Background: an optimization exercise with open tools, aiming at small area. Do not read the settings as production practice.
RTL that was checked went through simulation tests only; none was proved equivalent to the original.
Power is estimated from default activity; no workload was simulated.

// gaussian_noise
module gaussian_noise (Y, select, clk, Y_hat, noise_debug, reset, state);
input [31:0] Y;
input [2:0] select;
input reset;
input clk;
output [31:0] Y_hat, noise_debug;
output [2:0] state;
reg [31:0] g0;   
reg [31:0] g1;   
reg [31:0] g2;   
reg [31:0] g3;   
reg [31:0] g4;   
reg [31:0] g5;   
reg [37:0] ch;   
reg [31:1] ca1, ca2, cb1, cb2;   
wire h00 = ch[6] ^ ch[4] ^ ch[3] ^ ch[2];
wire h01 = ch[5] ^ ch[2];
wire h02 = ch[6] ^ ch[5] ^ ch[3] ^ ch[2];
wire h03 = ch[5] ^ ch[3] ^ ch[2] ^ ch[1] ^ ch[0];
wire h04 = ch[6] ^ ch[4] ^ ch[1];
wire [2:0] n0 = {2'b0,h00} + {2'b0,h01} + {2'b0,h02} + {2'b0,h03} + {2'b0,h04};
wire h10 = ch[6] ^ ch[3] ^ ch[2];
wire h11 = ch[5] ^ ch[4] ^ ch[3];
wire h12 = ch[6] ^ ch[5] ^ ch[3] ^ ch[2];
wire h13 = ch[6] ^ ch[5] ^ ch[4] ^ ch[1];
wire h14 = ch[6] ^ ch[1];
wire [2:0] n1 = {2'b0,h10} + {2'b0,h11} + {2'b0,h12} + {2'b0,h13} + {2'b0,h14};
always @(posedge clk or posedge reset) begin
  if (reset) begin
    g0 <= 32'h0f0f0f0f;
    g1 <= 32'h0fefbf0f;
    g2 <= 32'h0aefba0f;
    g3 <= 32'h0aef6a04;
    g4 <= 32'h0a2f6204;
    g5 <= 32'h112c6204;
    ch <= 38'h6d;
    ca1 <= 31'h00000006;
    ca2 <= 31'h00000008;
    cb1 <= 31'h00000013;
    cb2 <= 31'h00000008;
  end else begin
    g0 <= {g0[30:0], g0[31]^g0[21]^g0[1]^g0[0]};
    g1 <= {g1[30:0], g1[31]^g1[21]^g1[1]^g1[0]};
  ...
For scale: about 1400 cells after synthesis, ~350 flip-flops, ~100 I/O pins, roughly 0.017 sq mm of cells after synthesis.
Settings: LEC_CHECK=0, CAP_MARGIN=20, CORE_MARGIN=2, CORE_UTILIZATION=40, CTS_BUF_LIST=sky130_fd_sc_hd__clkbuf_16, CTS_CLUSTER_DIAMETER=100, CTS_CLUSTER_SIZE=30, SLEW_MARGIN=20; clock period 15.0 ns.
standard.sh (not shown) runs the stock make flow with config.mk's settings and CLKGATE_MAP_FILE= SYNTH_SCRIPT=/design/flow/synth_recipe.tcl, a recipe that flattens the netlist after the stock synthesis.
==> flow/flow/run.sh <==
#!/bin/bash
# Standard ORFS layout, with the port buffers inserted as the smallest buffer cell.
# Each tool's full log is kept by ORFS under orfs/logs/; make's own output goes to flow_make.log.
set -euo pipefail
bash standard.sh BUFFER_PORTS_ARGS="-buffer_cell sky130_fd_sc_hd__buf_1" finish > flow_make.log 2>&1
The first run finished with timing, DRC and antenna clean.
Next try:
--- a/flow/design.v
+++ b/flow/design.v
@@ -63,14 +63,13 @@
 genvar ib;
 generate for (ib = 0; ib < 32; ib = ib + 1) begin : parb
   assign b0[ib] = ch[ib+5] ^ ch[ib+3];
 end endgenerate
 wire valid = ~(select[2] & select[1]);   
 wire setb = select[2] | (select[1] & select[0]);   
-wire [5:0] sel1h = {select == 3'd5, select == 3'd4, select == 3'd3, select == 3'd2, select == 3'd1, select == 3'd0};
-wire [31:0] gs = ({32{sel1h[0]}} & g0) | ({32{sel1h[1]}} & g1) | ({32{sel1h[2]}} & g2) | ({32{sel1h[3]}} & g3) | ({32{sel1h[4]}} & g4) | ({32{sel1h[5]}} & g5);
+wire [31:0] gs = select[2] ? (select[0] ? g5 : g4) : (select[1] ? (select[0] ? g3 : g2) : (select[0] ? g1 : g0));
 wire [31:0] c0 = setb ? b0 : a0, c1 = setb ? b1 : a1, c2 = setb ? b2 : a2;
 wire [31:0] v0 = c0;
 wire [31:0] v1 = c1 ^ (gs & ~c0);
 wire [31:0] v2 = c2 ^ (gs & ~(c1 & c0));
 wire [31:0] ra = v0, rb = {v1[30:0], 1'b0}, rc = {v2[29:0], 2'b0};
 wire [31:0] cs = ra ^ rb ^ rc;
The changed run finished clean; worst setup slack is worse by 0.075 ns; cell area goes up by about 1.8%; final cell count goes up by 1.3%; hold slack degrades by 0.0084 ns; count of clock-buffer cells in the layout is unchanged; total power came out higher by 0.92%; first-iteration DRC count fell by 11%; global-route usage fell by 1.9 points; critical path depth goes up by 2; via count goes down by about 4%.
Only the layout flow was run in the first run of this note; the RTL was not checked for function there.

========
Another version of the RTL of gaussian_noise (not shown whole).
Size in the first run: ~1800 cells after synthesis, ~400 flip-flops, about 100 I/O pins, roughly 0.019 mm² of cells after synthesis.
==> module gaussian_noise, before the edit <==
module gaussian_noise (Y, select, clk, Y_hat, noise_debug, reset, state);
input [31:0] Y;
input [2:0] select;
input reset;
input clk;
output [31:0] Y_hat, noise_debug;
output [2:0] state;
reg [31:0] g0;
reg [31:0] g1;
reg [31:0] g2;
reg [31:0] g3;
reg [31:0] g4;
reg [31:0] g5;
reg [31:0] ch;   
reg [31:1] ca0, ca1, ca2, cb0, cb1, cb2;   
wire h00 = ch[6] ^ ch[4] ^ ch[3] ^ ch[2];
wire h01 = ch[5] ^ ch[2];
wire h02 = ch[6] ^ ch[5] ^ ch[3] ^ ch[2];
wire h03 = ch[5] ^ ch[3] ^ ch[2] ^ ch[1] ^ ch[0];
wire h04 = ch[6] ^ ch[4] ^ ch[1];
wire [2:0] n0 = {2'b0,h00} + {2'b0,h01} + {2'b0,h02} + {2'b0,h03} + {2'b0,h04};
wire h10 = ch[6] ^ ch[3] ^ ch[2];
wire h11 = ch[5] ^ ch[4] ^ ch[3];
wire h12 = ch[6] ^ ch[5] ^ ch[3] ^ ch[2];
wire h13 = ch[6] ^ ch[5] ^ ch[4] ^ ch[1];
wire h14 = ch[6] ^ ch[1];
wire [2:0] n1 = {2'b0,h10} + {2'b0,h11} + {2'b0,h12} + {2'b0,h13} + {2'b0,h14};
always @(posedge clk or posedge reset) begin
  if (reset) begin
    g0 <= 32'h0f0f0f0f;
    g1 <= 32'h0fefbf0f;
    g2 <= 32'h0aefba0f;
    g3 <= 32'h0aef6a04;
    g4 <= 32'h0a2f6204;
    g5 <= 32'h112c6204;
    ch <= 32'h0000006d;
    ca0 <= 31'h00000031;
    ca1 <= 31'h00000006;
    ca2 <= 31'h00000008;
    cb0 <= 31'h00000007;
    cb1 <= 31'h00000013;
    cb2 <= 31'h00000008;
  end else begin
    g0 <= {g0[30:0], g0[31]^g0[21]^g0[1]^g0[0]};
    g1 <= {g1[30:0], g1[31]^g1[21]^g1[1]^g1[0]};
    g2 <= {g2[30:0], g2[31]^g2[21]^g2[1]^g2[0]};
    g3 <= {g3[30:0], g3[31]^g3[21]^g3[1]^g3[0]};
    g4 <= {g4[30:0], g4[31]^g4[21]^g4[1]^g4[0]};
    g5 <= {g5[30:0], g5[31]^g5[21]^g5[1]^g5[0]};
    ch <= {ch[30:0], ch[31]^ch[21]^ch[1]^ch[0]};
    ca0 <= {ca0[30:1], n0[0]};
    ca1 <= {ca1[30:1], n0[1]};
    ca2 <= {ca2[30:1], n0[2]};
    cb0 <= {cb0[30:1], n1[0]};
    cb1 <= {cb1[30:1], n1[1]};
    cb2 <= {cb2[30:1], n1[2]};
  end
end
wire [31:0] a0 = {ca0, n0[0]}, a1 = {ca1, n0[1]}, a2 = {ca2, n0[2]};
wire [31:0] b0 = {cb0, n1[0]}, b1 = {cb1, n1[1]}, b2 = {cb2, n1[2]};
wire valid = (select[2:1] != 2'b11);
wire setb = (select >= 3'd3);
reg [31:0] gs;
always @(*) begin
  case (select)
    3'd0: gs = g0;
    3'd1: gs = g1;
    3'd2: gs = g2;
    3'd3: gs = g3;
    3'd4: gs = g4;
    3'd5: gs = g5;
    default: gs = 32'd0;
  endcase
end
wire [31:0] v0, v1, v2;
genvar m;
generate for (m = 0; m < 32; m = m + 1) begin : col
  wire [2:0] c = valid ? (setb ? {b2[m], b1[m], b0[m]} : {a2[m], a1[m], a0[m]}) : 3'd0;
  wire [2:0] v = gs[m] ? 3'd6 - c : c;
  assign v0[m] = v[0];
  assign v1[m] = v[1];
  assign v2[m] = v[2];
end endgenerate
wire [31:0] n = v0 + {v1[30:0], 1'b0} + {v2[29:0], 2'b0};
reg [31:0] ns;
always @(*) begin
  case (select)
    3'd0: ns = n >> 10;
    3'd1: ns = n >> 8;
    3'd2: ns = n >> 6;
    3'd3: ns = n >> 4;
    3'd4: ns = n >> 2;
    3'd5: ns = n >> 0;
    default: ns = n;
  endcase
end
assign noise_debug = n;
assign Y_hat = Y + ns;
assign state = select;
endmodule
Settings: LEC_CHECK=0, CAP_MARGIN=20, CORE_MARGIN=2, CORE_UTILIZATION=40, SLEW_MARGIN=20; clock period 15.0 ns.
run.sh (not shown) runs the stock make flow with config.mk's settings and CLKGATE_MAP_FILE= SYNTH_SCRIPT=/design/flow/synth_recipe.tcl, a recipe that flattens the netlist after the stock synthesis.
Stock flow here: none of the scripts above is used.
The first run finished with timing, DRC and antenna clean.
Edit:
==> flow/design.v (replaced) <==
module gaussian_noise (Y, select, clk, Y_hat, noise_debug, reset, state);
input [31:0] Y;
input [2:0] select;
input reset;
input clk;
output [31:0] Y_hat, noise_debug;
output [2:0] state;
reg [31:0] g0;
reg [31:0] g1;
reg [31:0] g2;
reg [31:0] g3;
reg [31:0] g4;
reg [31:0] g5;
reg [37:0] ch;
always @(posedge clk or posedge reset) begin
  if (reset) begin
    g0 <= 32'h0f0f0f0f;
    g1 <= 32'h0fefbf0f;
    g2 <= 32'h0aefba0f;
    g3 <= 32'h0aef6a04;
    g4 <= 32'h0a2f6204;
    g5 <= 32'h112c6204;
    ch <= 38'h6d;
  end else begin
    g0 <= {g0[30:0], g0[31]^g0[21]^g0[1]^g0[0]};
    g1 <= {g1[30:0], g1[31]^g1[21]^g1[1]^g1[0]};
    g2 <= {g2[30:0], g2[31]^g2[21]^g2[1]^g2[0]};
    g3 <= {g3[30:0], g3[31]^g3[21]^g3[1]^g3[0]};
    g4 <= {g4[30:0], g4[31]^g4[21]^g4[1]^g4[0]};
    g5 <= {g5[30:0], g5[31]^g5[21]^g5[1]^g5[0]};
    ch <= {ch[36:0], ch[31]^ch[21]^ch[1]^ch[0]};
  end
end
wire valid = (select[2:1] != 2'b11);
wire setb = (select >= 3'd3);
reg [31:0] gs;
always @(*) begin
  case (select)
    3'd0: gs = g0;
    3'd1: gs = g1;
    3'd2: gs = g2;
    3'd3: gs = g3;
    3'd4: gs = g4;
    3'd5: gs = g5;
    default: gs = 32'd0;
  endcase
end
wire [31:0] v0, v1, v2;
genvar m;
generate for (m = 0; m < 32; m = m + 1) begin : col
  wire d00 = ch[m+6] ^ ch[m+4] ^ ch[m+3] ^ ch[m+2];
  wire d01 = ch[m+5] ^ ch[m+2];
  wire d02 = ch[m+6] ^ ch[m+5] ^ ch[m+3] ^ ch[m+2];
  wire d03 = ch[m+5] ^ ch[m+3] ^ ch[m+2] ^ ch[m+1] ^ ch[m+0];
  wire d04 = ch[m+6] ^ ch[m+4] ^ ch[m+1];
  wire [2:0] c0 = {2'b0,d00} + {2'b0,d01} + {2'b0,d02} + {2'b0,d03} + {2'b0,d04};
  wire d10 = ch[m+6] ^ ch[m+3] ^ ch[m+2];
  wire d11 = ch[m+5] ^ ch[m+4] ^ ch[m+3];
  wire d12 = ch[m+6] ^ ch[m+5] ^ ch[m+3] ^ ch[m+2];
  wire d13 = ch[m+6] ^ ch[m+5] ^ ch[m+4] ^ ch[m+1];
  wire d14 = ch[m+6] ^ ch[m+1];
  wire [2:0] c1 = {2'b0,d10} + {2'b0,d11} + {2'b0,d12} + {2'b0,d13} + {2'b0,d14};
  wire [2:0] c = valid ? (setb ? c1 : c0) : 3'd0;
  wire [2:0] v = gs[m] ? 3'd6 - c : c;
  assign v0[m] = v[0];
  assign v1[m] = v[1];
  assign v2[m] = v[2];
end endgenerate
wire [31:0] n = v0 + {v1[30:0], 1'b0} + {v2[29:0], 2'b0};
reg [31:0] ns;
always @(*) begin
  case (select)
    3'd0: ns = n >> 10;
    3'd1: ns = n >> 8;
    3'd2: ns = n >> 6;
    3'd3: ns = n >> 4;
    3'd4: ns = n >> 2;
    3'd5: ns = n >> 0;
    default: ns = n;
  endcase
end
assign noise_debug = n;
assign Y_hat = Y + ns;
assign state = select;
endmodule
Effect: The changed run passed the timing, design-rule and antenna checks. Count of clock-buffer cells in the layout drops by 33. Hold slack got worse by 0.0096 ns. Core utilization fell by 1.7 points. Routed wire length goes up by 17%. Die area increases by about 10%. Worst setup slack is better by 0.16 ns. Via count increases by 18%. Sequential power fell by 43%. Area after synthesis rises by 11%. Register-to-register slack gets better by 0.89 ns. Power went down by 37%.

## what the ideal ports hide
In the flow no input, the clock included, has a driving cell. The finished layouts below were timed again as built, in two steps.
Step 1 sets driving cells, clkbuf_16 on the clock port and buf_2 on the other inputs (assumed; they add their load-dependent delay and slew).
Step 2, shift: input delay + t, output delay - t, t = (earliest + latest rising clock arrival at the registers) / 2. This alone moves slack from input paths to output paths.
Three values: ideal, step 1, step 2; two values: the first two.
run	shift t [ns]	setup slack, ns	worst setup path after step 2	clock arrival spread, ns	cell pins on the clock port's net
the first run of note 1	0.549	0.791 / 0.769 / 0.769	input to output	0.029 / 0.029	1
the second run of note 1	0.557	0.715 / 0.695 / 0.695	input to output	0.028 / 0.028	1
the first run of note 2	0.611	0.415 / 0.393 / 0.393	input to output	0.020 / 0.019	1
the second run of note 2	0.599	0.576 / 0.533 / 0.533	input to output	0.035 / 0.034	1
After both steps every run listed still meets setup and hold. For the second run of note 2, which loses most, drivers alone change the setup slack by -0.043 ns; drivers and shift together by -0.043 ns.
